Context: an optimization exercise on an open-source flow, tuned for small area and a short achievable clock period. The choices shown serve that exercise and are no tape-out recipe.
Only simulation tests tie the RTL to the original design; equivalence was not proved.
Power figures rest on the tool's default switching activity, not on a simulated workload.

==> design.v <==
module addr_add(a, imm, y);
input  [31:0] a;
input  [11:0] imm;
output [31:0] y;
wire g1;
wire t2;
wire x3;
wire g7;
wire t8;
wire x9;
wire g13;
wire t14;
wire x15;
wire g19;
wire t20;
wire x21;
wire g25;
wire t26;
wire x27;
wire g31;
wire t32;
wire x33;
wire g37;
wire t38;
wire x39;
wire g43;
wire t44;
wire x45;
wire g49;
wire t50;
wire x51;
wire g55;
wire t56;
wire x57;
wire g61;
wire t62;
wire x63;
wire g67;
wire t68;
wire x69;
wire G73;
wire T75;
wire G77;
wire T79;
wire G81;
wire T83;
wire G85;
wire T87;
wire G89;
wire T91;
wire G93;
wire T95;
wire n97;
wire n99;
wire G101;
wire T103;
wire G105;
wire T107;
wire n109;
wire n111;
wire G113;
wire T115;
wire G117;
wire T119;
wire n121;
wire n123;
wire G125;
wire T127;
wire G129;
wire T131;
wire G133;
wire T135;
wire n137;
wire n139;
wire G141;
wire T143;
wire n145;
wire n147;
wire G149;
wire T151;
wire G153;
wire T155;
wire n157;
wire n159;
wire G161;
wire T163;
wire G165;
wire T167;
wire G169;
wire T171;
wire n173;
wire n175;
wire G177;
wire T179;
wire n192;
wire sn194;
wire inc196;
wire dec198;
wire incn200;
wire decn202;
wire p204;
wire p206;
wire p208;
wire p210;
wire p212;
wire p214;
wire p216;
wire p218;
wire p220;
wire n222;
wire p224;
wire p226;
wire n228;
wire p230;
wire p232;
wire n234;
wire p236;
wire p238;
wire n240;
wire p242;
wire p244;
wire n246;
wire p248;
wire p250;
wire n252;
wire p254;
wire n256;
wire p258;
wire p260;
wire p262;
wire n264;
wire p266;
wire n268;
wire p270;
wire p272;
wire n274;
wire p276;
wire p278;
wire p280;
wire n282;
wire p284;
wire p286;
wire n288;
wire p290;
wire n292;
wire p294;
wire p296;
wire p298;
wire n300;
wire p302;
wire n304;
wire p306;
wire p308;
wire p310;
wire p312;
wire p314;
wire p316;
wire p318;
wire p320;
wire p322;
wire p324;
wire n326;
wire p328;
wire p330;
wire n332;
wire p334;
wire p336;
wire n338;
wire p340;
wire p342;
wire n344;
wire p346;
wire p348;
wire n350;
wire p352;
wire p354;
wire n356;
wire p358;
wire n360;
wire p362;
wire p364;
wire p366;
wire n368;
wire p370;
wire n372;
wire p374;
wire p376;
wire n378;
wire p380;
wire p382;
wire p384;
wire n386;
wire p388;
wire p390;
wire n392;
wire p394;
wire n396;
wire p398;
wire p400;
wire p402;
wire n404;
wire p406;
wire n408;
wire p410;
wire f412;
wire n415;
wire f417;
wire n420;
wire f422;
wire n425;
wire f427;
wire n430;
wire f432;
wire n435;
wire f437;
wire n440;
wire f442;
wire n445;
wire f447;
wire n450;
wire f452;
wire n455;
wire f457;
wire n460;
wire f462;
wire n465;
wire f467;
wire n470;
wire f472;
wire n475;
wire f477;
wire n480;
wire f482;
wire n485;
wire f487;
wire n490;
wire f492;
wire n495;
wire f497;
wire n500;
wire f502;
wire n505;
wire f507;
c_nand2 u4(a[0], imm[0], g1);
c_nor2 u5(a[0], imm[0], t2);
c_xor2 u6(a[0], imm[0], x3);
c_nand2 u10(a[1], imm[1], g7);
c_nor2 u11(a[1], imm[1], t8);
c_xor2 u12(a[1], imm[1], x9);
c_nand2 u16(a[2], imm[2], g13);
c_nor2 u17(a[2], imm[2], t14);
c_xor2 u18(a[2], imm[2], x15);
c_nand2 u22(a[3], imm[3], g19);
c_nor2 u23(a[3], imm[3], t20);
c_xor2 u24(a[3], imm[3], x21);
c_nand2 u28(a[4], imm[4], g25);
c_nor2 u29(a[4], imm[4], t26);
c_xor2 u30(a[4], imm[4], x27);
c_nand2 u34(a[5], imm[5], g31);
c_nor2 u35(a[5], imm[5], t32);
c_xor2 u36(a[5], imm[5], x33);
c_nand2 u40(a[6], imm[6], g37);
c_nor2 u41(a[6], imm[6], t38);
c_xor2 u42(a[6], imm[6], x39);
c_nand2 u46(a[7], imm[7], g43);
c_nor2 u47(a[7], imm[7], t44);
c_xor2 u48(a[7], imm[7], x45);
c_nand2 u52(a[8], imm[8], g49);
c_nor2 u53(a[8], imm[8], t50);
c_xor2 u54(a[8], imm[8], x51);
c_nand2 u58(a[9], imm[9], g55);
c_nor2 u59(a[9], imm[9], t56);
c_xor2 u60(a[9], imm[9], x57);
c_nand2 u64(a[10], imm[10], g61);
c_nor2 u65(a[10], imm[10], t62);
c_xor2 u66(a[10], imm[10], x63);
c_nand2 u70(a[11], imm[11], g67);
c_nor2 u71(a[11], imm[11], t68);
c_xor2 u72(a[11], imm[11], x69);
c_oai21 u74(t8, g1, g7, G73);
c_nor2 u76(t8, t2, T75);
c_oai21 u78(t20, g13, g19, G77);
c_nor2 u80(t20, t14, T79);
c_oai21 u82(t32, g25, g31, G81);
c_nor2 u84(t32, t26, T83);
c_oai21 u86(t44, g37, g43, G85);
c_nor2 u88(t44, t38, T87);
c_oai21 u90(t56, g49, g55, G89);
c_nor2 u92(t56, t50, T91);
c_oai21 u94(t68, g61, g67, G93);
c_nor2 u96(t68, t62, T95);
c_inv u98(G73, n97);
c_inv u100(T75, n99);
c_oai21 u102(t14, n97, g13, G101);
c_nor2 u104(t14, n99, T103);
c_aoi21 u106(T79, G73, G77, G105);
c_nand2 u108(T79, T75, T107);
c_inv u110(G81, n109);
c_inv u112(T83, n111);
c_oai21 u114(t38, n109, g37, G113);
c_nor2 u116(t38, n111, T115);
c_aoi21 u118(T87, G81, G85, G117);
c_nand2 u120(T87, T83, T119);
c_inv u122(G89, n121);
c_inv u124(T91, n123);
c_oai21 u126(t62, n121, g61, G125);
c_nor2 u128(t62, n123, T127);
c_aoi21 u130(T95, G89, G93, G129);
c_nand2 u132(T95, T91, T131);
c_oai21 u134(t26, G105, g25, G133);
c_nor2 u136(t26, T107, T135);
c_inv u138(G105, n137);
c_inv u140(T107, n139);
c_aoi21 u142(T83, n137, G81, G141);
c_nand2 u144(T83, n139, T143);
c_inv u146(G105, n145);
c_inv u148(T107, n147);
c_aoi21 u150(T115, n145, G113, G149);
c_nand2 u152(T115, n147, T151);
c_oai21 u154(T119, G105, G117, G153);
c_nor2 u156(T119, T107, T155);
c_inv u158(G153, n157);
c_inv u160(T155, n159);
c_oai21 u162(t50, n157, g49, G161);
c_nor2 u164(t50, n159, T163);
c_aoi21 u166(T91, G153, G89, G165);
c_nand2 u168(T91, T155, T167);
c_aoi21 u170(T127, G153, G125, G169);
c_nand2 u172(T127, T155, T171);
c_inv u174(G153, n173);
c_inv u176(T155, n175);
c_oai21 u178(T131, n173, G129, G177);
c_nor2 u180(T131, n175, T179);
assign y[0] = x3;
c_xnor2 u181(x9, g1, y[1]);
c_xor2 u182(x15, G73, y[2]);
c_xor2 u183(x21, G101, y[3]);
c_xnor2 u184(x27, G105, y[4]);
c_xor2 u185(x33, G133, y[5]);
c_xnor2 u186(x39, G141, y[6]);
c_xnor2 u187(x45, G149, y[7]);
c_xor2 u188(x51, G153, y[8]);
c_xor2 u189(x57, G161, y[9]);
c_xnor2 u190(x63, G165, y[10]);
c_xnor2 u191(x69, G169, y[11]);
c_inv u193(G177, n192);
c_inv u195(imm[11], sn194);
c_nor2 u197(n192, imm[11], inc196);
c_nor2 u199(G177, sn194, dec198);
c_inv u201(inc196, incn200);
c_inv u203(dec198, decn202);
c_nand2 u205(a[13], a[12], p204);
c_nand2 u207(a[15], a[14], p206);
c_nand2 u209(a[17], a[16], p208);
c_nand2 u211(a[19], a[18], p210);
c_nand2 u213(a[21], a[20], p212);
c_nand2 u215(a[23], a[22], p214);
c_nand2 u217(a[25], a[24], p216);
c_nand2 u219(a[27], a[26], p218);
c_nand2 u221(a[29], a[28], p220);
c_inv u223(p204, n222);
c_nand2 u225(a[14], n222, p224);
c_nor2 u227(p206, p204, p226);
c_inv u229(p208, n228);
c_nand2 u231(a[18], n228, p230);
c_nor2 u233(p210, p208, p232);
c_inv u235(p212, n234);
c_nand2 u237(a[22], n234, p236);
c_nor2 u239(p214, p212, p238);
c_inv u241(p216, n240);
c_nand2 u243(a[26], n240, p242);
c_nor2 u245(p218, p216, p244);
c_inv u247(p220, n246);
c_nand2 u249(a[30], n246, p248);
c_nand2 u251(a[16], p226, p250);
c_inv u253(p226, n252);
c_nor2 u255(p208, n252, p254);
c_inv u257(p226, n256);
c_nor2 u259(p230, n256, p258);
c_nand2 u261(p232, p226, p260);
c_nand2 u263(a[24], p238, p262);
c_inv u265(p238, n264);
c_nor2 u267(p216, n264, p266);
c_inv u269(p238, n268);
c_nor2 u271(p242, n268, p270);
c_nand2 u273(p244, p238, p272);
c_inv u275(p260, n274);
c_nand2 u277(a[20], n274, p276);
c_nor2 u279(p212, p260, p278);
c_nor2 u281(p236, p260, p280);
c_inv u283(p260, n282);
c_nand2 u285(p238, n282, p284);
c_nor2 u287(p262, p260, p286);
c_inv u289(p260, n288);
c_nand2 u291(p266, n288, p290);
c_inv u293(p260, n292);
c_nand2 u295(p270, n292, p294);
c_nor2 u297(p272, p260, p296);
c_nand2 u299(a[28], p296, p298);
c_inv u301(p296, n300);
c_nor2 u303(p220, n300, p302);
c_inv u305(p296, n304);
c_nor2 u307(p248, n304, p306);
c_nor2 u309(a[13], a[12], p308);
c_nor2 u311(a[15], a[14], p310);
c_nor2 u313(a[17], a[16], p312);
c_nor2 u315(a[19], a[18], p314);
c_nor2 u317(a[21], a[20], p316);
c_nor2 u319(a[23], a[22], p318);
c_nor2 u321(a[25], a[24], p320);
c_nor2 u323(a[27], a[26], p322);
c_nor2 u325(a[29], a[28], p324);
c_inv u327(p308, n326);
c_nor2 u329(a[14], n326, p328);
c_nand2 u331(p310, p308, p330);
c_inv u333(p312, n332);
c_nor2 u335(a[18], n332, p334);
c_nand2 u337(p314, p312, p336);
c_inv u339(p316, n338);
c_nor2 u341(a[22], n338, p340);
c_nand2 u343(p318, p316, p342);
c_inv u345(p320, n344);
c_nor2 u347(a[26], n344, p346);
c_nand2 u349(p322, p320, p348);
c_inv u351(p324, n350);
c_nor2 u353(a[30], n350, p352);
c_nor2 u355(a[16], p330, p354);
c_inv u357(p330, n356);
c_nand2 u359(p312, n356, p358);
c_inv u361(p330, n360);
c_nand2 u363(p334, n360, p362);
c_nor2 u365(p336, p330, p364);
c_nor2 u367(a[24], p342, p366);
c_inv u369(p342, n368);
c_nand2 u371(p320, n368, p370);
c_inv u373(p342, n372);
c_nand2 u375(p346, n372, p374);
c_nor2 u377(p348, p342, p376);
c_inv u379(p364, n378);
c_nor2 u381(a[20], n378, p380);
c_nand2 u383(p316, p364, p382);
c_nand2 u385(p340, p364, p384);
c_inv u387(p364, n386);
c_nor2 u389(p342, n386, p388);
c_nand2 u391(p366, p364, p390);
c_inv u393(p364, n392);
c_nor2 u395(p370, n392, p394);
c_inv u397(p364, n396);
c_nor2 u399(p374, n396, p398);
c_nand2 u401(p376, p364, p400);
c_nor2 u403(a[28], p400, p402);
c_inv u405(p400, n404);
c_nand2 u407(p324, n404, p406);
c_inv u409(p400, n408);
c_nand2 u411(p352, n408, p410);
c_nor2 u413(inc196, dec198, f412);
c_xnor2 u414(a[12], f412, y[12]);
c_inv u416(a[12], n415);
c_aoi22 u418(inc196, a[12], dec198, n415, f417);
c_xnor2 u419(a[13], f417, y[13]);
c_inv u421(p308, n420);
c_oai22 u423(p204, incn200, n420, decn202, f422);
c_xor2 u424(a[14], f422, y[14]);
c_inv u426(p328, n425);
c_oai22 u428(p224, incn200, n425, decn202, f427);
c_xor2 u429(a[15], f427, y[15]);
c_inv u431(p330, n430);
c_aoi22 u433(inc196, p226, dec198, n430, f432);
c_xnor2 u434(a[16], f432, y[16]);
c_inv u436(p354, n435);
c_oai22 u438(p250, incn200, n435, decn202, f437);
c_xor2 u439(a[17], f437, y[17]);
c_inv u441(p358, n440);
c_aoi22 u443(inc196, p254, dec198, n440, f442);
c_xnor2 u444(a[18], f442, y[18]);
c_inv u446(p362, n445);
c_aoi22 u448(inc196, p258, dec198, n445, f447);
c_xnor2 u449(a[19], f447, y[19]);
c_inv u451(p364, n450);
c_oai22 u453(p260, incn200, n450, decn202, f452);
c_xor2 u454(a[20], f452, y[20]);
c_inv u456(p380, n455);
c_oai22 u458(p276, incn200, n455, decn202, f457);
c_xor2 u459(a[21], f457, y[21]);
c_inv u461(p382, n460);
c_aoi22 u463(inc196, p278, dec198, n460, f462);
c_xnor2 u464(a[22], f462, y[22]);
c_inv u466(p384, n465);
c_aoi22 u468(inc196, p280, dec198, n465, f467);
c_xnor2 u469(a[23], f467, y[23]);
c_inv u471(p388, n470);
c_oai22 u473(p284, incn200, n470, decn202, f472);
c_xor2 u474(a[24], f472, y[24]);
c_inv u476(p390, n475);
c_aoi22 u478(inc196, p286, dec198, n475, f477);
c_xnor2 u479(a[25], f477, y[25]);
c_inv u481(p394, n480);
c_oai22 u483(p290, incn200, n480, decn202, f482);
c_xor2 u484(a[26], f482, y[26]);
c_inv u486(p398, n485);
c_oai22 u488(p294, incn200, n485, decn202, f487);
c_xor2 u489(a[27], f487, y[27]);
c_inv u491(p400, n490);
c_aoi22 u493(inc196, p296, dec198, n490, f492);
c_xnor2 u494(a[28], f492, y[28]);
c_inv u496(p402, n495);
c_oai22 u498(p298, incn200, n495, decn202, f497);
c_xor2 u499(a[29], f497, y[29]);
c_inv u501(p406, n500);
c_aoi22 u503(inc196, p302, dec198, n500, f502);
c_xnor2 u504(a[30], f502, y[30]);
c_inv u506(p410, n505);
c_aoi22 u508(inc196, p306, dec198, n505, f507);
c_xnor2 u509(a[31], f507, y[31]);
endmodule
module c_inv(a, y);             input a; output y;             assign y = ~a; endmodule
module c_nand2(a, b, y);        input a, b; output y;          assign y = ~(a & b); endmodule
module c_nor2(a, b, y);         input a, b; output y;          assign y = ~(a | b); endmodule
module c_xor2(a, b, y);         input a, b; output y;          assign y = a ^ b; endmodule
module c_xnor2(a, b, y);        input a, b; output y;          assign y = ~(a ^ b); endmodule
module c_aoi21(a, b, c, y);     input a, b, c; output y;       assign y = ~((a & b) | c); endmodule
module c_oai21(a, b, c, y);     input a, b, c; output y;       assign y = ~((a | b) & c); endmodule
module c_aoi22(a, b, c, d, y);  input a, b, c, d; output y;    assign y = ~((a & b) | (c & d)); endmodule
module c_oai22(a, b, c, d, y);  input a, b, c, d; output y;    assign y = ~((a | b) & (c | d)); endmodule
module c_mxi2(a, b, s, y);      input a, b, s; output y;       assign y = ~(s ? b : a); endmodule
module c_mx4(a, b, c, d, s0, s1, y); input a, b, c, d, s0, s1; output y; assign y = s1 ? (s0 ? d : c) : (s0 ? b : a); endmodule
module c_nand3(a, b, c, y);     input a, b, c; output y;       assign y = ~(a & b & c); endmodule
module c_nand4(a, b, c, d, y);  input a, b, c, d; output y;    assign y = ~(a & b & c & d); endmodule
module c_or3(a, b, c, y);       input a, b, c; output y;       assign y = a | b | c; endmodule
module add32s(a, b, y);
input  [31:0] a, b;
output [31:0] y;
wire g1;
wire t2;
wire x3;
wire g7;
wire t8;
wire x9;
wire g13;
wire t14;
wire x15;
wire g19;
wire t20;
wire x21;
wire g25;
wire t26;
wire x27;
wire g31;
wire t32;
wire x33;
wire g37;
wire t38;
wire x39;
wire g43;
wire t44;
wire x45;
wire g49;
wire t50;
wire x51;
wire g55;
wire t56;
wire x57;
wire g61;
wire t62;
wire x63;
wire g67;
wire t68;
wire x69;
wire g73;
wire t74;
wire x75;
wire g79;
wire t80;
wire x81;
wire g85;
wire t86;
wire x87;
wire g91;
wire t92;
wire x93;
wire g97;
wire t98;
wire x99;
wire g103;
wire t104;
wire x105;
wire g109;
wire t110;
wire x111;
wire g115;
wire t116;
wire x117;
wire g121;
wire t122;
wire x123;
wire g127;
wire t128;
wire x129;
wire g133;
wire t134;
wire x135;
wire g139;
wire t140;
wire x141;
wire g145;
wire t146;
wire x147;
wire g151;
wire t152;
wire x153;
wire g157;
wire t158;
wire x159;
wire g163;
wire t164;
wire x165;
wire g169;
wire t170;
wire x171;
wire g175;
wire t176;
wire x177;
wire g181;
wire t182;
wire x183;
wire g187;
wire t188;
wire x189;
wire G193;
wire G195;
wire T197;
wire G199;
wire T201;
wire G203;
wire T205;
wire G207;
wire T209;
wire G211;
wire T213;
wire G215;
wire T217;
wire G219;
wire T221;
wire G223;
wire T225;
wire G227;
wire T229;
wire G231;
wire T233;
wire G235;
wire T237;
wire G239;
wire T241;
wire G243;
wire T245;
wire G247;
wire T249;
wire G251;
wire T253;
wire G255;
wire G257;
wire T259;
wire G261;
wire T263;
wire G265;
wire T267;
wire G269;
wire T271;
wire G273;
wire T275;
wire G277;
wire T279;
wire G281;
wire T283;
wire G285;
wire G287;
wire T289;
wire G291;
wire T293;
wire G295;
wire T297;
wire G299;
wire G301;
wire T303;
wire G305;
wire n307;
wire G309;
wire n311;
wire G313;
wire G315;
wire G317;
wire n319;
wire G321;
wire G323;
wire G325;
wire n327;
wire G329;
wire G331;
wire n333;
wire G335;
wire G337;
wire n339;
wire G341;
wire G343;
wire G345;
wire n347;
wire G349;
wire G351;
wire n353;
wire G355;
wire G357;
wire G359;
wire G361;
wire n363;
wire G365;
wire G367;
wire G369;
wire G371;
wire n373;
wire G375;
wire G377;
c_nand2 u4(a[0], b[0], g1);
c_nor2 u5(a[0], b[0], t2);
c_xor2 u6(a[0], b[0], x3);
c_nand2 u10(a[1], b[1], g7);
c_nor2 u11(a[1], b[1], t8);
c_xor2 u12(a[1], b[1], x9);
c_nand2 u16(a[2], b[2], g13);
c_nor2 u17(a[2], b[2], t14);
c_xor2 u18(a[2], b[2], x15);
c_nand2 u22(a[3], b[3], g19);
c_nor2 u23(a[3], b[3], t20);
c_xor2 u24(a[3], b[3], x21);
c_nand2 u28(a[4], b[4], g25);
c_nor2 u29(a[4], b[4], t26);
c_xor2 u30(a[4], b[4], x27);
c_nand2 u34(a[5], b[5], g31);
c_nor2 u35(a[5], b[5], t32);
c_xor2 u36(a[5], b[5], x33);
c_nand2 u40(a[6], b[6], g37);
c_nor2 u41(a[6], b[6], t38);
c_xor2 u42(a[6], b[6], x39);
c_nand2 u46(a[7], b[7], g43);
c_nor2 u47(a[7], b[7], t44);
c_xor2 u48(a[7], b[7], x45);
c_nand2 u52(a[8], b[8], g49);
c_nor2 u53(a[8], b[8], t50);
c_xor2 u54(a[8], b[8], x51);
c_nand2 u58(a[9], b[9], g55);
c_nor2 u59(a[9], b[9], t56);
c_xor2 u60(a[9], b[9], x57);
c_nand2 u64(a[10], b[10], g61);
c_nor2 u65(a[10], b[10], t62);
c_xor2 u66(a[10], b[10], x63);
c_nand2 u70(a[11], b[11], g67);
c_nor2 u71(a[11], b[11], t68);
c_xor2 u72(a[11], b[11], x69);
c_nand2 u76(a[12], b[12], g73);
c_nor2 u77(a[12], b[12], t74);
c_xor2 u78(a[12], b[12], x75);
c_nand2 u82(a[13], b[13], g79);
c_nor2 u83(a[13], b[13], t80);
c_xor2 u84(a[13], b[13], x81);
c_nand2 u88(a[14], b[14], g85);
c_nor2 u89(a[14], b[14], t86);
c_xor2 u90(a[14], b[14], x87);
c_nand2 u94(a[15], b[15], g91);
c_nor2 u95(a[15], b[15], t92);
c_xor2 u96(a[15], b[15], x93);
c_nand2 u100(a[16], b[16], g97);
c_nor2 u101(a[16], b[16], t98);
c_xor2 u102(a[16], b[16], x99);
c_nand2 u106(a[17], b[17], g103);
c_nor2 u107(a[17], b[17], t104);
c_xor2 u108(a[17], b[17], x105);
c_nand2 u112(a[18], b[18], g109);
c_nor2 u113(a[18], b[18], t110);
c_xor2 u114(a[18], b[18], x111);
c_nand2 u118(a[19], b[19], g115);
c_nor2 u119(a[19], b[19], t116);
c_xor2 u120(a[19], b[19], x117);
c_nand2 u124(a[20], b[20], g121);
c_nor2 u125(a[20], b[20], t122);
c_xor2 u126(a[20], b[20], x123);
c_nand2 u130(a[21], b[21], g127);
c_nor2 u131(a[21], b[21], t128);
c_xor2 u132(a[21], b[21], x129);
c_nand2 u136(a[22], b[22], g133);
c_nor2 u137(a[22], b[22], t134);
c_xor2 u138(a[22], b[22], x135);
c_nand2 u142(a[23], b[23], g139);
c_nor2 u143(a[23], b[23], t140);
c_xor2 u144(a[23], b[23], x141);
c_nand2 u148(a[24], b[24], g145);
c_nor2 u149(a[24], b[24], t146);
c_xor2 u150(a[24], b[24], x147);
c_nand2 u154(a[25], b[25], g151);
c_nor2 u155(a[25], b[25], t152);
c_xor2 u156(a[25], b[25], x153);
c_nand2 u160(a[26], b[26], g157);
c_nor2 u161(a[26], b[26], t158);
c_xor2 u162(a[26], b[26], x159);
c_nand2 u166(a[27], b[27], g163);
c_nor2 u167(a[27], b[27], t164);
c_xor2 u168(a[27], b[27], x165);
c_nand2 u172(a[28], b[28], g169);
c_nor2 u173(a[28], b[28], t170);
c_xor2 u174(a[28], b[28], x171);
c_nand2 u178(a[29], b[29], g175);
c_nor2 u179(a[29], b[29], t176);
c_xor2 u180(a[29], b[29], x177);
c_nand2 u184(a[30], b[30], g181);
c_nor2 u185(a[30], b[30], t182);
c_xor2 u186(a[30], b[30], x183);
c_nand2 u190(a[31], b[31], g187);
c_nor2 u191(a[31], b[31], t188);
c_xor2 u192(a[31], b[31], x189);
c_oai21 u194(t8, g1, g7, G193);
c_oai21 u196(t20, g13, g19, G195);
c_nor2 u198(t20, t14, T197);
c_oai21 u200(t32, g25, g31, G199);
c_nor2 u202(t32, t26, T201);
c_oai21 u204(t44, g37, g43, G203);
c_nor2 u206(t44, t38, T205);
c_oai21 u208(t56, g49, g55, G207);
c_nor2 u210(t56, t50, T209);
c_oai21 u212(t68, g61, g67, G211);
c_nor2 u214(t68, t62, T213);
c_oai21 u216(t80, g73, g79, G215);
c_nor2 u218(t80, t74, T217);
c_oai21 u220(t92, g85, g91, G219);
c_nor2 u222(t92, t86, T221);
c_oai21 u224(t104, g97, g103, G223);
c_nor2 u226(t104, t98, T225);
c_oai21 u228(t116, g109, g115, G227);
c_nor2 u230(t116, t110, T229);
c_oai21 u232(t128, g121, g127, G231);
c_nor2 u234(t128, t122, T233);
c_oai21 u236(t140, g133, g139, G235);
c_nor2 u238(t140, t134, T237);
c_oai21 u240(t152, g145, g151, G239);
c_nor2 u242(t152, t146, T241);
c_oai21 u244(t164, g157, g163, G243);
c_nor2 u246(t164, t158, T245);
c_oai21 u248(t176, g169, g175, G247);
c_nor2 u250(t176, t170, T249);
c_oai21 u252(t188, g181, g187, G251);
c_nor2 u254(t188, t182, T253);
c_aoi21 u256(T197, G193, G195, G255);
c_aoi21 u258(T205, G199, G203, G257);
c_nand2 u260(T205, T201, T259);
c_aoi21 u262(T213, G207, G211, G261);
c_nand2 u264(T213, T209, T263);
c_aoi21 u266(T221, G215, G219, G265);
c_nand2 u268(T221, T217, T267);
c_aoi21 u270(T229, G223, G227, G269);
c_nand2 u272(T229, T225, T271);
c_aoi21 u274(T237, G231, G235, G273);
c_nand2 u276(T237, T233, T275);
c_aoi21 u278(T245, G239, G243, G277);
c_nand2 u280(T245, T241, T279);
c_aoi21 u282(T253, G247, G251, G281);
c_nand2 u284(T253, T249, T283);
c_oai21 u286(T259, G255, G257, G285);
c_oai21 u288(T267, G261, G265, G287);
c_nor2 u290(T267, T263, T289);
c_oai21 u292(T275, G269, G273, G291);
c_nor2 u294(T275, T271, T293);
c_oai21 u296(T283, G277, G281, G295);
c_nor2 u298(T283, T279, T297);
c_aoi21 u300(T289, G285, G287, G299);
c_aoi21 u302(T297, G291, G295, G301);
c_nand2 u304(T297, T293, T303);
c_oai21 u306(T303, G299, G301, G305);
c_inv u308(G299, n307);
c_aoi21 u310(T293, n307, G291, G309);
c_inv u312(G285, n311);
c_oai21 u314(T263, n311, G261, G313);
c_oai21 u316(T271, G299, G269, G315);
c_oai21 u318(T279, G309, G277, G317);
c_inv u320(G255, n319);
c_aoi21 u322(T201, n319, G199, G321);
c_aoi21 u324(T209, G285, G207, G323);
c_aoi21 u326(T217, G313, G215, G325);
c_inv u328(G299, n327);
c_aoi21 u330(T225, n327, G223, G329);
c_aoi21 u332(T233, G315, G231, G331);
c_inv u334(G309, n333);
c_aoi21 u336(T241, n333, G239, G335);
c_aoi21 u338(T249, G317, G247, G337);
c_inv u340(G193, n339);
c_oai21 u342(t14, n339, g13, G341);
c_oai21 u344(t26, G255, g25, G343);
c_oai21 u346(t38, G321, g37, G345);
c_inv u348(G285, n347);
c_oai21 u350(t50, n347, g49, G349);
c_oai21 u352(t62, G323, g61, G351);
c_inv u354(G313, n353);
c_oai21 u356(t74, n353, g73, G355);
c_oai21 u358(t86, G325, g85, G357);
c_oai21 u360(t98, G299, g97, G359);
c_oai21 u362(t110, G329, g109, G361);
c_inv u364(G315, n363);
c_oai21 u366(t122, n363, g121, G365);
c_oai21 u368(t134, G331, g133, G367);
c_oai21 u370(t146, G309, g145, G369);
c_oai21 u372(t158, G335, g157, G371);
c_inv u374(G317, n373);
c_oai21 u376(t170, n373, g169, G375);
c_oai21 u378(t182, G337, g181, G377);
assign y[0] = x3;
c_xnor2 u379(x9, g1, y[1]);
c_xor2 u380(x15, G193, y[2]);
c_xor2 u381(x21, G341, y[3]);
c_xnor2 u382(x27, G255, y[4]);
c_xor2 u383(x33, G343, y[5]);
c_xnor2 u384(x39, G321, y[6]);
c_xor2 u385(x45, G345, y[7]);
c_xor2 u386(x51, G285, y[8]);
c_xor2 u387(x57, G349, y[9]);
c_xnor2 u388(x63, G323, y[10]);
c_xor2 u389(x69, G351, y[11]);
c_xor2 u390(x75, G313, y[12]);
c_xor2 u391(x81, G355, y[13]);
c_xnor2 u392(x87, G325, y[14]);
c_xor2 u393(x93, G357, y[15]);
c_xnor2 u394(x99, G299, y[16]);
c_xor2 u395(x105, G359, y[17]);
c_xnor2 u396(x111, G329, y[18]);
c_xor2 u397(x117, G361, y[19]);
c_xor2 u398(x123, G315, y[20]);
c_xor2 u399(x129, G365, y[21]);
c_xnor2 u400(x135, G331, y[22]);
c_xor2 u401(x141, G367, y[23]);
c_xnor2 u402(x147, G309, y[24]);
c_xor2 u403(x153, G369, y[25]);
c_xnor2 u404(x159, G335, y[26]);
c_xor2 u405(x165, G371, y[27]);
c_xor2 u406(x171, G317, y[28]);
c_xor2 u407(x177, G375, y[29]);
c_xnor2 u408(x183, G337, y[30]);
c_xor2 u409(x189, G377, y[31]);
endmodule
module CPU(clk,rst,data_out,instr_out,instr_read,data_read,instr_addr,data_addr,data_write,data_in);
input             clk;
input             rst;
input      [31:0] data_out;
input      [31:0] instr_out;
output            instr_read;
output     [31:0] instr_addr;
output            data_read;
output     [31:0] data_addr;
output     [3:0]  data_write;
output     [31:0] data_in;
assign instr_read = 1'b1;
wire [31:0] ins = instr_out;
wire [6:0]  op  = ins[6:0];
wire [2:0]  f3  = ins[14:12];
wire [4:0]  rd  = ins[11:7];
wire [4:0]  rs1 = ins[19:15];
wire [4:0]  rs2 = ins[24:20];
wire is_lui   = (op == 7'b0110111);
wire is_auipc = (op == 7'b0010111);
wire is_jal   = (op == 7'b1101111);
wire is_jalr  = (op == 7'b1100111);
wire is_br    = (op == 7'b1100011);
wire is_ld    = (op == 7'b0000011);
wire is_st    = (op == 7'b0100011);
wire is_opi   = (op == 7'b0010011);
wire is_op    = (op == 7'b0110011);
wire [31:0] imm_i = {{20{ins[31]}}, ins[31:20]};
wire [31:0] imm_s = {{20{ins[31]}}, ins[31:25], ins[11:7]};
wire [31:0] imm_b = {{20{ins[31]}}, ins[7], ins[30:25], ins[11:8], 1'b0};
wire [31:0] imm_u = {ins[31:12], 12'b0};
wire [31:0] imm_j = {{12{ins[31]}}, ins[19:12], ins[20], ins[30:21], 1'b0};
reg  [31:0] pc;
reg  [31:0] rf [1:31];    
reg  [31:1] valid;        
assign instr_addr = pc;
integer i;
reg [30:0] sel1, sel2;
always @(*) begin
    for (i = 1; i < 32; i = i + 1) begin
        sel1[i-1] = valid[i] & (rs1 == i);
        sel2[i-1] = valid[i] & (rs2 == i);
    end
end
wire [31:0] r1, r2;
genvar gb, ge;
generate for (gb = 0; gb < 32; gb = gb + 1) begin : rdbit
    wire [30:0] col;
    for (ge = 1; ge < 32; ge = ge + 1) begin : ent
        assign col[ge-1] = rf[ge][gb];
    end
    rdmux m1(.sel(sel1), .d(col), .y(r1[gb]));
    rdmux m2(.sel(sel2), .d(col), .y(r2[gb]));
end endgenerate
wire [31:0] addr;
addr_add u_addr(.a(r1), .imm(is_st ? {ins[31:25], ins[11:7]} : ins[31:20]), .y(addr));
assign data_addr = addr;
wire [1:0] idx = addr[1:0];
wire [31:0] pc_rel;                      
add32s u_pcrel(.a(pc), .b(is_jal ? imm_j : (is_br ? imm_b : imm_u)), .y(pc_rel));
wire [31:0] pc4;
inc30 u_pc4(.a(pc[31:2]), .y(pc4[31:2]));
assign pc4[1:0] = pc[1:0];
wire        eq, lt, ltu, lti, ltiu;
brcmp  u_cmp(.a(r1), .b(r2), .eq(eq), .lt(lt), .ltu(ltu));
immcmp u_icmp(.a(r1), .imm(ins[31:20]), .lt(lti), .ltu(ltiu));
wire [31:0] sum, sh, lg;
alu u_alu(.a(r1), .r2(r2), .imm(imm_i), .isimm(is_opi),
          .sub(is_op & ins[30]), .f3(f3), .arith(ins[30]),
          .lt(is_opi ? lti : lt), .ltu(is_opi ? ltiu : ltu),
          .sum(sum), .sh(sh), .lg(lg));
reg cond;
always @(*) begin
    case (f3)
        3'd0: cond = eq;
        3'd1: cond = ~eq;
        3'd4: cond = lt;
        3'd5: cond = ~lt;
        3'd6: cond = ltu;
        3'd7: cond = ~ltu;
        default: cond = 1'b0;
    endcase
end
wire take = is_jal | is_jalr | (is_br & cond);
wire [31:0] target = is_jalr ? addr : pc_rel;
always @(posedge clk or posedge rst) begin
    if (rst) pc <= 32'd0;
    else     pc <= take ? target : pc4;
end
assign data_read = is_ld;
reg [3:0] strobe;
always @(*) begin
    strobe = 4'd0;
    if (is_st) begin
        case (f3)
            3'd0: strobe = 4'd1 << idx;
            3'd1: strobe = (idx == 2'd0) ? 4'b0011 : 4'b1100;
            3'd2: strobe = 4'b1111;
            default: strobe = 4'd0;
        endcase
    end
end
assign data_write = strobe;
assign data_in[7:0]   = r2[7:0];
assign data_in[15:8]  = (f3[1] | f3[0]) ? r2[15:8] : r2[7:0];
assign data_in[23:16] = f3[1] ? r2[23:16] : r2[7:0];
assign data_in[31:24] = f3[1] ? r2[31:24] : (f3[0] ? r2[15:8] : r2[7:0]);
wire [31:0] ldata;
ldalign u_ld(.d(data_out), .idx(idx), .f3(f3), .y(ldata));
wire we = is_op | is_opi | is_ld | is_auipc | is_lui | is_jal | is_jalr;
wire is_alu = is_op | is_opi;
wire s_sh   = is_alu & (f3 == 3'd1 || f3 == 3'd5);
wire s_sum  = is_op  & (f3 == 3'd0);
wire s_addi = is_opi & (f3 == 3'd0);
wire s_lg   = is_alu & (f3 != 3'd0) & (f3 != 3'd1) & (f3 != 3'd5);
wire [31:0] rest = ({32{is_ld}} & ldata) | ({32{is_jal | is_jalr}} & pc4) |
                   ({32{is_lui}} & imm_u) | ({32{is_auipc}} & pc_rel) |
                   ({32{s_lg}} & lg);
wire [31:0] wd;
wbsel u_wb(.s_sh(s_sh), .sh(sh), .s_sum(s_sum), .sum(sum), .s_addi(s_addi),
           .addi(addr), .rest(rest), .y(wd));
always @(posedge clk) begin
    for (i = 1; i < 32; i = i + 1)
        if (we && rd == i) rf[i] <= wd;
end
always @(posedge clk or posedge rst) begin
    if (rst) valid <= 31'd0;
    else begin
        for (i = 1; i < 32; i = i + 1)
            if (we && rd == i) valid[i] <= 1'b1;
    end
end
endmodule
module alu(a, r2, imm, isimm, sub, f3, arith, lt, ltu, sum, sh, lg);
input  [31:0] a, r2, imm;
input         isimm, sub;
input  [2:0]  f3;
input         arith, lt, ltu;
output [31:0] sum;       
output [31:0] sh;        
output reg [31:0] lg;    
wire [31:0] b = isimm ? imm : r2;
assign sum = a + (r2 ^ {32{sub}}) + {31'd0, sub};
wire [31:0] shn;
shifter u_sh(.a(a), .shamt(b[4:0]), .left(~f3[2]), .arith(arith), .yn(shn));
assign sh = ~shn;
always @(*) begin
    case (f3)
        3'd2: lg = {31'd0, lt};
        3'd3: lg = {31'd0, ltu};
        3'd4: lg = a ^ b;
        3'd6: lg = a | b;
        default: lg = a & b;
    endcase
end
endmodule
module wbsel(s_sh, sh, s_sum, sum, s_addi, addi, rest, y);
input         s_sh, s_sum, s_addi;
input  [31:0] sh, sum, addi, rest;
output [31:0] y;
wire [31:0] n1, n2, n3;
genvar k;
generate for (k = 0; k < 32; k = k + 1) begin : g
    c_aoi22 a1(.a(s_sh), .b(sh[k]), .c(s_sum), .d(sum[k]), .y(n1[k]));
    c_aoi21 a2(.a(s_addi), .b(addi[k]), .c(rest[k]), .y(n2[k]));
    c_nand2 o(.a(n1[k]), .b(n2[k]), .y(y[k]));
end endgenerate
endmodule
module brcmp(a, b, eq, lt, ltu);
input  [31:0] a, b;
output        eq, lt, ltu;
assign eq  = (a == b);
assign ltu = (a < b);
assign lt  = (a[31] ^ b[31]) ? a[31] : ltu;
endmodule
module immcmp(a, imm, lt, ltu);
input  [31:0] a;
input  [11:0] imm;
output        lt, ltu;
wire s     = imm[11];
wire ones  = &a[30:11];
wire zeros = ~|a[30:11];
wire lo    = (a[10:0] < imm[10:0]);
wire hi_eq = s ? (a[31] & ones) : (~a[31] & zeros);
assign lt  = s ? (a[31] & (~ones | lo)) : (a[31] | (zeros & lo));
assign ltu = s ? (~(a[31] & ones) | lo) : (~a[31] & zeros & lo);
endmodule
module shifter(a, shamt, left, arith, yn);
input  [31:0] a;
input  [4:0]  shamt;
input         left, arith;
output [31:0] yn;   
wire fill  = arith & a[31] & ~left;
wire filln = ~fill;
wire [31:0] xn, l2n, l4n, r;
genvar i;
generate for (i = 0; i < 32; i = i + 1) begin : g
    c_mxi2 rin(.a(a[i]), .b(a[31-i]), .s(left), .y(xn[i]));
    c_mx4  s01(.a(xn[i]),
               .b(i + 1 < 32 ? xn[i+1] : filln),
               .c(i + 2 < 32 ? xn[i+2] : filln),
               .d(i + 3 < 32 ? xn[i+3] : filln),
               .s0(shamt[0]), .s1(shamt[1]), .y(l2n[i]));
    c_mx4  s23(.a(l2n[i]),
               .b(i + 4  < 32 ? l2n[i+4]  : filln),
               .c(i + 8  < 32 ? l2n[i+8]  : filln),
               .d(i + 12 < 32 ? l2n[i+12] : filln),
               .s0(shamt[2]), .s1(shamt[3]), .y(l4n[i]));
    c_mxi2 s4(.a(l4n[i]), .b(i + 16 < 32 ? l4n[i+16] : filln), .s(shamt[4]), .y(r[i]));
    c_mxi2 rout(.a(r[i]), .b(r[31-i]), .s(left), .y(yn[i]));
end endgenerate
endmodule
module inc30(a, y);
input  [29:0] a;
output [29:0] y;
assign y = a + 30'd1;
endmodule
module ldalign(d, idx, f3, y);
input  [31:0] d;
input  [1:0]  idx;
input  [2:0]  f3;
output reg [31:0] y;
reg [7:0]  lbyte;
reg [15:0] lhalf;
always @(*) begin
    case (idx)
        2'd0: lbyte = d[7:0];
        2'd1: lbyte = d[15:8];
        2'd2: lbyte = d[23:16];
        default: lbyte = d[31:24];
    endcase
    lhalf = (idx == 2'd0) ? d[15:0] : d[31:16];
    case (f3)
        3'd0: y = {{24{lbyte[7]}}, lbyte};
        3'd4: y = {24'd0, lbyte};
        3'd1: y = {{16{lhalf[15]}}, lhalf};
        3'd5: y = {16'd0, lhalf};
        3'd2: y = d;
        default: y = 32'd0;
    endcase
end
endmodule
module rdmux(sel, d, y);
input  [30:0] sel;
input  [30:0] d;
output        y;
wire [10:0] n;
wire [2:0]  x;
genvar k;
generate for (k = 0; k < 10; k = k + 1) begin : grp
    aoi3 u(.a0(sel[3*k]), .b0(d[3*k]), .a1(sel[3*k+1]), .b1(d[3*k+1]),
           .a2(sel[3*k+2]), .b2(d[3*k+2]), .y(n[k]));
end endgenerate
c_nand2 u10(.a(sel[30]), .b(d[30]), .y(n[10]));
c_nand4 c0(.a(n[0]), .b(n[1]), .c(n[2]), .d(n[3]), .y(x[0]));
c_nand4 c1(.a(n[4]), .b(n[5]), .c(n[6]), .d(n[7]), .y(x[1]));
c_nand3 c2(.a(n[8]), .b(n[9]), .c(n[10]), .y(x[2]));
c_or3   c3(.a(x[0]), .b(x[1]), .c(x[2]), .y(y));
endmodule
module aoi3(a0, b0, a1, b1, a2, b2, y);
input a0, b0, a1, b1, a2, b2;
output y;
assign y = ~((a0 & b0) | (a1 & b1) | (a2 & b2));
endmodule
==> run.sh <==
#!/bin/bash
# synth_recipe.tcl (not shown) runs the flow's synth.tcl, then flattens the netlist and writes it again
# the make line also repeats each setting of config.mk as NAME=value (left out here)
make -C /OpenROAD-flow-scripts/flow DESIGN_CONFIG=/design/flow/config.mk WORK_HOME=/design/flow/orfs CLKGATE_MAP_FILE= SYNTH_SCRIPT=/design/flow/synth_recipe.tcl finish
==> config.mk <==
export PLATFORM = sky130hd
export DESIGN_NAME = CPU
export DESIGN_NICKNAME = CPU
export VERILOG_FILES = /design/flow/design.v
export SDC_FILE = /design/flow/constraint.sdc
export NUM_CORES = 4
export LEC_CHECK = 0
export CAP_MARGIN = 20
export CORE_MARGIN = 2
export CORE_UTILIZATION = 30
export CTS_BUF_LIST = sky130_fd_sc_hd__clkbuf_8
export PLACE_DENSITY = 0.5
export SETUP_SLACK_MARGIN = 4
export SLEW_MARGIN = 20
export SYNTH_HIERARCHICAL = 1
==> constraint.sdc <==
create_clock -name core_clock -period 12.0 [get_ports {clk}]
set_input_delay 2.4000 -clock core_clock [delete_from_list [all_inputs] [get_ports {clk}]]
set_output_delay 2.4000 -clock core_clock [all_outputs]
set_load 0.01 [all_outputs]
==> results of run 1 <==
==> how the worst min path moves through the flow <==
stage                endpoint  slack (ns)  cells after the start
CTS                 valid[31]        0.51                      1
floorplan           valid[10]        0.44                      1
finish              valid[31]        0.55                      1
global route        valid[31]        0.54                      1
detailed placement  valid[14]        0.46                      1
global placement     valid[8]        0.47                      1
==> registers in the layout, indices dropped and copies added (netlist names) <==
signal  count
valid      31
pc         32
rf        992
==> stage by stage <==
stage	hold WS, ns	instance area, µm²	instances	util [%]
4_1_cts	0.515	70200	7719	37.4
6_report	0.555	71800	7853	38.3
2_1_floorplan	0.442	56800	4330	-
5_1_grt	0.544	71700	7836	38.2
3_3_place_gp	0.466	62600	7043	33.3
3_5_place_dp	0.463	62600	7044	33.4
==> cells by family after synthesis <==
logic type / Yosys count / synth area share [%]
fa+ha+maj: 141 / 3.13
compound gates: 1209 / 18.9
other cells: 2 / 0.0133
simple gates: 1058 / 9.43
xor+xnor: 191 / 2.96
mux: 320 / 7.49
flops: 1055 / 55.5
buf+inv: 353 / 2.60
==> per-module statistics from Yosys (local to each module, per instance), excerpt <==
module | flip-flops and latches | cells inside | cell area [µm²]
add32s | 0 | 1 | 7.51
addr_add | 0 | 1 | 7.51
alu | 0 | 678 | 4600
c_aoi22 | 0 | 1 | 12.5
c_mx4 | 0 | 1 | 22.5
c_mxi2 | 0 | 1 | 10.0
c_nand2 | 0 | 1 | 3.75
c_nand3 | 0 | 1 | 5.00
c_oai21 | 0 | 1 | 5.00
c_or3 | 0 | 1 | 6.26
c_xnor2 | 0 | 1 | 8.76
immcmp | 0 | 55 | 394
inc30 | 0 | 81 | 566
shifter | 0 | 1 | 7.51
==> synth_stat cells, types with 55 or more instances <==
library cell	instances	area share [%]
xnor2_1	62	0.96
inv_1	237	1.6
mux4_2	71	2.8
mux2_2	103	2.1
or3_1	66	0.73
dfrtp_1	63	2.8
ha_1	140	3.1
edfxtp_1	992	53
mux2i_1	141	2.5
a222oi_1	660	12
and3_1	76	0.84
nand3_1	82	0.73
o21ai_1	55	0.49
a21oi_1	90	0.80
clkbuf_1	59	0.39
a21oi_2	60	0.93
nor2_1	213	1.4
nand4_1	154	1.7
xor2_1	129	2.0
nand2_1	310	2.1
==> where the power goes <==
group	leakage [nW]	internal (mW)	switching, mW
clock	2.00	1.64	1.62
combinational	14.6	0.831	1.22
sequential	9.66	4.05	0.168
==> placed cells by master, fill, tap and decap left out, types with 82 or more instances in the layout <==
cell	synthesis	final
buf_4	17	466
xor2_1	129	116
ha_1	140	140
and3_4	0	99
mux2i_1	141	140
clkdlybuf4s50_1	0	102
clkbuf_8	0	179
mux2_2	103	101
nor2_1	213	178
a21oi_1	90	86
nand2_1	310	281
nand3_1	82	82
edfxtp_1	992	992
a222oi_1	660	660
nand4_1	154	154
inv_1	237	290
==> repair_timing <==
| item | CTS | global route |
|---|---|---|
| buffers inserted | 286 | 105 |
| endpoints found under the setup margin | 1092 | 378 |
| gates cloned | 64 | 8 |
| gates resized for setup | 503 | 168 |
| pin swaps | 231 | 140 |
==> layer usage <==
layer | up-vias | track usage [%] | wire (µm)
met4 | 20 | 20.0 | 23900
li1 | 20500 | - | -
met5 | - | 0.645 | 413
met1 | 25700 | 35.0 | 104000
met3 | 980 | 10.4 | 40400
met2 | 4485 | 44.0 | 128000
==> critical path, stage by stage <==
cell,delay [ns]
buf_16,0.13
nor3b_4,0.17
buf_6,0.14
buf_12,0.14
and3_4,0.21
buf_4,0.19
a222oi_1,0.43
nand4_1,0.39
or3_4,0.60
nand2_1,0.31
nor2_1,0.20
nand2_2,0.19
buf_12,0.14
inv_1,0.03
nand2_1,0.08
o22ai_2,0.08
xor2_1,0.25
buf_2,0.18
==> cell type report <==
cell class	instances	area, µm²	share of cell area [%]
clock buffer	179	2460	3.43
inverter	238	906	1.26
clock inverter	146	1040	1.45
multi-input combinational	2990	26200	36.5
timing repair inverter	1	7.51	0.0105
antenna	21	52.6	0.0732
sequential	1055	31400	43.7
timing repair buffer	728	6600	9.20
tap	2495	3120	4.35
==> flow_metrics.tcl, run 1 <==
set metrics [dict create \
    cts_inserted_buffers 179 \
    seq_area_frac_synth_pct 55.5 \
    worstSetupStartpoint "instr_out[17]" \
    nets 5400 \
    buffer_ports.inserted 166 \
    count_of_unique_library_cells_instantiated_by_yosys 90 \
    crit-reg2reg-capture "pc[11]" \
    crit_path_time_final_ns 8.69 \
    worst-setup-path-type "in -> out" \
    critPathArrivalTime_ns 6.29 \
    number_of_setup_violations_in_the_final_report 0 \
    preCtsSetupSlack_ns 1.31 \
    synth-edff-count 992 \
    startpoint_of_the_lowest_slack_hold_path "valid[31]" \
    wl_mm 296 \
    reg2reg_slack_ns 5.20 \
    clock_path_buffers 3 \
    vias 51600 \
    yosys_register_bits 1055 \
    chipWidth_um 438 \
    path_clk_slew_ns 0.06 \
    layout_worst_path_cycle_share_pct 72.5 \
    maximum_number_of_pins_on_one_net_before_global_route_repair 64 \
    cap_viol_max_count 0 \
    area_growth_pct 26.9 \
    grt_setup_unrepaired "yes" \
    yosys_warnings 10 \
    power_leakage_nw 26.3 \
    mappedNetlistArea_um2 56500 \
    tritoncts_num_sinks 1055 \
    core.rowCount 159 \
    detailedPlacementHpwl_mm 172 \
    fp.coreArea_um2 188000 \
    setup_total_negative_slack_ns 0 \
    drt_first_pass_iters 17 \
    setup.worst_path.end "data_addr[27]" \
    drt_iter0_markers 11600 \
    asyncSetResetFlopFracSynth_pct 5.97 \
    power.density_nw_per_um2 133 \
    tritoncts_clock_tree "built" \
    initial_core_util_pct 30.1 \
    timing.critical_path.from_type "input pin" \
    rd_place_congestion 0.956 \
    wire_per_inst_um 37.7 \
    ctsHtreeMaxLevel 4 \
    drive_gt1_share_pct 28.8 \
    number_of_antenna_violations_at_the_first_check_in_global_routing 32 \
    maxSlewViolCount 0 \
    result_of_the_run "no timing/DRC/antenna violations" \
    route.detailed.vias_per_inst 6.57 \
    worst_setup_path_end_kind "primary output" \
    io_pins 168 \
    cp_max_fo 6 \
    maxClockFrequency_mhz 115 \
    clk_root_buffer_cell "clkbuf_8" \
    r2r.worst_path.cells 18 \
    finalClockSkew_ns 0.110 \
    cts_hold_repair.buffers 0 \
    fp.dieArea_um2 192000 \
    worst_slew_pin_slew_ns 1.14 \
    route.detailed.drc 0 \
    synthesis.area_per_instance_um2 13.1 \
    drtAntennaViolNets 0 \
    wire_length_of_the_first_global_routing_pass_mm 391 \
    die_h_um 438 \
    filler_cell_count 17900 \
    slew-limit-headroom_pct 24.2 \
    timing.final.ws_setup_ns 3.31 \
    final_hold_viol_count 0 \
    track_usage_pct 29.2 \
    critical_path.reg2reg.startpoint "valid[7]" \
    global_route.overflow_total 0 \
    min-delay-path-class "reg -> reg" \
    total_power_mw 9.53 \
    clkLatencyLatePin_ns 0.98 \
    syn_inst 4329 \
    ir_drop_mv 0.0980 \
    ys.flop_type "edfxtp_1" \
    grt_pass1_vias 47300 \
    worstPathRequired_ns 9.60 \
]
==> run 2: changes to the inputs <==
--- a/config.mk
+++ b/config.mk
@@ -7,9 +7,9 @@
 export LEC_CHECK = 0
 export CAP_MARGIN = 20
 export CORE_MARGIN = 2
-export CORE_UTILIZATION = 30
+export CORE_UTILIZATION = 35
 export CTS_BUF_LIST = sky130_fd_sc_hd__clkbuf_8
-export PLACE_DENSITY = 0.5
-export SETUP_SLACK_MARGIN = 4
+export PLACE_DENSITY = 0.6
+export SETUP_SLACK_MARGIN = 3
 export SLEW_MARGIN = 20
 export SYNTH_HIERARCHICAL = 1
==> run 2 against run 1 <==
Compared with the run above:
- sequential power about the same
- highest routed layer unchanged
- critical path type unchanged
- synthesized area unchanged
- maximum frequency decreased by 5.3%
- largest power group unchanged
==> flow_metrics.tcl, run 2 <==
set metrics [dict create \
    synthesis.area_per_instance_um2 13.1 \
    cts_hold_repair.buffers 0 \
    power.density_nw_per_um2 134 \
    crit_path_max_incr_delay_ns 0.55 \
    route.detailed.drc 0 \
    grt_setup_unrepaired "yes" \
    result_of_the_run "no timing/DRC/antenna violations" \
    finalClockSkew_ns 0.0644 \
    cap_viol_max_count 0 \
    nets 5111 \
    area_growth_pct 19.3 \
    drt_iter0_markers 12900 \
    wl_mm 263 \
    fp.dieArea_um2 165000 \
    clk_root_buffer_cell "clkbuf_8" \
    clkLatencyLatePin_ns 0.95 \
    synth_area_leader_cell "edfxtp_1" \
    asyncSetResetFlopFracSynth_pct 5.97 \
    path_clk_slew_ns 0.06 \
    initial_core_util_pct 35.2 \
    crit_path_cell_trace "buf_4 > nor3b_4 > and3_4 > buf_4 > a222oi_1 > nand4_1 > or3_4 > buf_4 > nor2_1 > nor2_1 > nand2_1 > o21ai_2 > inv_1 > nor2_4 > inv_4 > o22ai_2 > xor2_2 > buf_4 > clkdlybuf4s50_1" \
    largest_register "rf" \
    fp.coreArea_um2 161000 \
    yosys_warnings 10 \
    count_of_unique_library_cells_instantiated_by_yosys 90 \
    die_h_um 406 \
    drt_first_pass_iters 15 \
    slew-limit-headroom_pct 16.9 \
    critical-path-top-cell-by-count "buf_4" \
    route.detailed.vias_per_inst 6.94 \
    rd_place_congestion 1.01 \
    reg_top3 "rf: 992 flops, pc: 32 flops, valid: 31 flops" \
    buffer_ports.inserted 166 \
    tritoncts_clock_tree "built" \
    fin_util_pct 42.0 \
    ys.flop_type "edfxtp_1" \
    worst_setup_path_end_kind "primary output" \
    mostFrequentLayoutCell "edfxtp_1" \
    ir_drop_mv 0.105 \
    crit_path_time_final_ns 9.18 \
    wire_length_of_the_first_global_routing_pass_mm 358 \
    track_usage_pct 30.8 \
    layout_worst_path_cycle_share_pct 76.5 \
    synth-edff-count 992 \
    ctsHtreeMaxLevel 4 \
    core.rowCount 147 \
    wire_per_inst_um 36.5 \
    final_hold_viol_count 0 \
    io_pins 168 \
    maximum_number_of_pins_on_one_net_before_global_route_repair 64 \
    slowest_stage "clkdlybuf4s50_1" \
    maxClockFrequency_mhz 109 \
    drtAntennaViolNets 0 \
    synth.top_cells.by_count "992 x edfxtp_1, 660 x a222oi_1, 310 x nand2_1, 237 x inv_1, 213 x nor2_1" \
    setup_total_negative_slack_ns 0 \
    post-synth-top-count-cell "edfxtp_1" \
    grt_pass1_vias 46100 \
    leading_cell_types_in_the_layout_fill_and_taps_excluded "992 x edfxtp_1, 660 x a222oi_1, 313 x buf_4" \
    clock_path_buffers 3 \
    detailedPlacementHpwl_mm 173 \
    cts_inserted_buffers 172 \
    seq_area_frac_synth_pct 55.5 \
    largest_reg_flops 992 \
    cp_max_fo 11 \
    drive_gt1_share_pct 22.4 \
    mappedNetlistArea_um2 56500 \
    top_cells_by_area_synth "edfxtp_1 53%, a222oi_1 12%, ha_1 3.1%" \
    critPathArrivalTime_ns 6.78 \
    wl_met2_mm 112 \
    maxSlewViolCount 0 \
    synth_top_area_share_pct 52.7 \
    worst_slew_pin_slew_ns 1.24 \
    global_route.overflow_total 0 \
    worstPathRequired_ns 9.60 \
    drt-met1-wl_mm 87.9 \
    min-delay-path-class "reg -> reg" \
    power_leakage_nw 24.2 \
    timing.critical_path.from_type "input pin" \
    syn_inst 4329 \
    worst-setup-path-type "in -> out" \
    vias 50100 \
    tritoncts_num_sinks 1055 \
    yosys_register_bits 1055 \
    highest-signal-layer "met5" \
    number_of_setup_violations_in_the_final_report 0 \
    detailroute.wirelength.met3_mm 38.8 \
    number_of_antenna_violations_at_the_first_check_in_global_routing 32 \
    chipWidth_um 406 \
]
==> run 2: metrics by stage <==
stage          power [mW]  hold WS, ns  setup WS, ns  instances  area [µm²]
6_report             9.04        0.496          2.82       7219       67500
5_1_grt              9.32        0.507          2.86       7203       67400
4_1_cts              8.98        0.481          2.89       7149       66800
3_5_place_dp         5.95        0.462         0.869       6748       62200
3_3_place_gp         5.94        0.448         0.911       6747       62200
2_1_floorplan        5.20        0.433          3.00       4330       56600
==> run 2: where the power goes <==
part / leakage, nW / switching, mW / internal [mW]
combinational: 12.7 / 1.10 / 0.740
sequential: 9.66 / 0.140 / 4.05
clock: 1.85 / 1.52 / 1.49
total: 24.2 / 2.76 / 6.28
==> run 2: per-layer routing <==
metal	up-vias	track usage [%]
li1	19800	-
met1	24500	37.5
met2	4723	45.9
met3	1029	9.91
met4	22	22.1
met5	-	0
==> run 2: critical path: cells and delay by family <==
family	cells	cell delay [ns]
AO/OA/AOI/OAI	3	0.63
buffers and inverters	7	1.60
AND/OR/NAND/NOR	8	1.98
XOR/XNOR	1	0.15
==> run 2: worst paths after layout <==
path | cells past startpoint | endpoint | slack, ns | start
max | 19 | data_addr[14] | 2.82 | instr_out[16]
min | 1 | valid[30] | 0.50 | valid[30]
max reg2reg | 20 | rf[28][0] | 4.82 | valid[4]
min reg2reg | 1 | valid[30] | 0.50 | valid[30]
max in group asynchronous | 3 | valid[21] | 9.18 | rst
min in group asynchronous | 3 | pc[14] | 2.07 | rst
==> run 2: final cells by class <==
type / count / area (µm²)
Tap cell: 2160 / 2700
Clock inverter: 133 / 813
Fill cell: 14800 / 93100
Multi-Input combinational cell: 2943 / 25000
Inverter: 238 / 901
Clock buffer: 175 / 2410
Sequential cell: 1055 / 31400
Timing Repair Buffer: 494 / 4220
Antenna cell: 21 / 52.6
==> run 2: per-module statistics from Yosys (local to each module, per instance), excerpt <==
module   cell area [µm²]  cells
c_or3               6.26      1
c_inv               3.75      1
c_mx4               22.5      1
c_nand3             5.00      1
CPU                35400   1619
c_aoi22             12.5      1
c_mxi2              10.0      1
==> run 2: cells by family after synthesis <==
group	count (synthesis)	share of synthesized area [%]
other cells	2	0.0133
fa+ha+maj	141	3.13
mux	320	7.49
compound gates	1209	18.9
simple gates	1058	9.43
buf+inv	353	2.60
xor+xnor	191	2.96
flops	1055	55.5
==> run 2: timing repair <==
| item | 4_1_cts | 5_1_grt |
|---|---|---|
| resized for setup | 225 | 63 |
| endpoints found under the hold margin | 0 | 0 |
| cloned | 16 | 5 |
| pin swaps | 66 | 63 |
| endpoints found under the setup margin | 501 | 74 |
| setup buffers | 77 | 43 |

[static timing again, ports no longer ideal]
The flow's constraints put no driver on any port. The routed layouts listed below were extracted and timed again, unchanged, in two steps. Step 1 (the two cells are an assumption about what drives the block):
set clk [get_ports {clk}]
set_driving_cell -lib_cell sky130_fd_sc_hd__clkbuf_16 $clk
set_driving_cell -lib_cell sky130_fd_sc_hd__buf_2 [delete_from_list [all_inputs] $clk]
Step 2 also shifts input and output timing later by t, the mid clock arrival at the registers, as if the neighbouring blocks saw the same clock. Slacks: no drivers / after step 1 / after step 2; pairs: no drivers / after step 1.
| run | t (ns) | setup WS [ns] | worst data-port slew with drivers (ns) |
|---|---|---|---|
| run 1 | 1.014 | 3.306 / 3.124 / 2.813 | 0.24 |
| run 2 | 0.997 | 2.822 / 2.681 / 2.148 | 0.15 |
After both steps setup and hold are still met in every run listed. For run 2, which loses most, drivers alone change the setup slack by -0.141 ns; drivers and shift together by -0.674 ns.
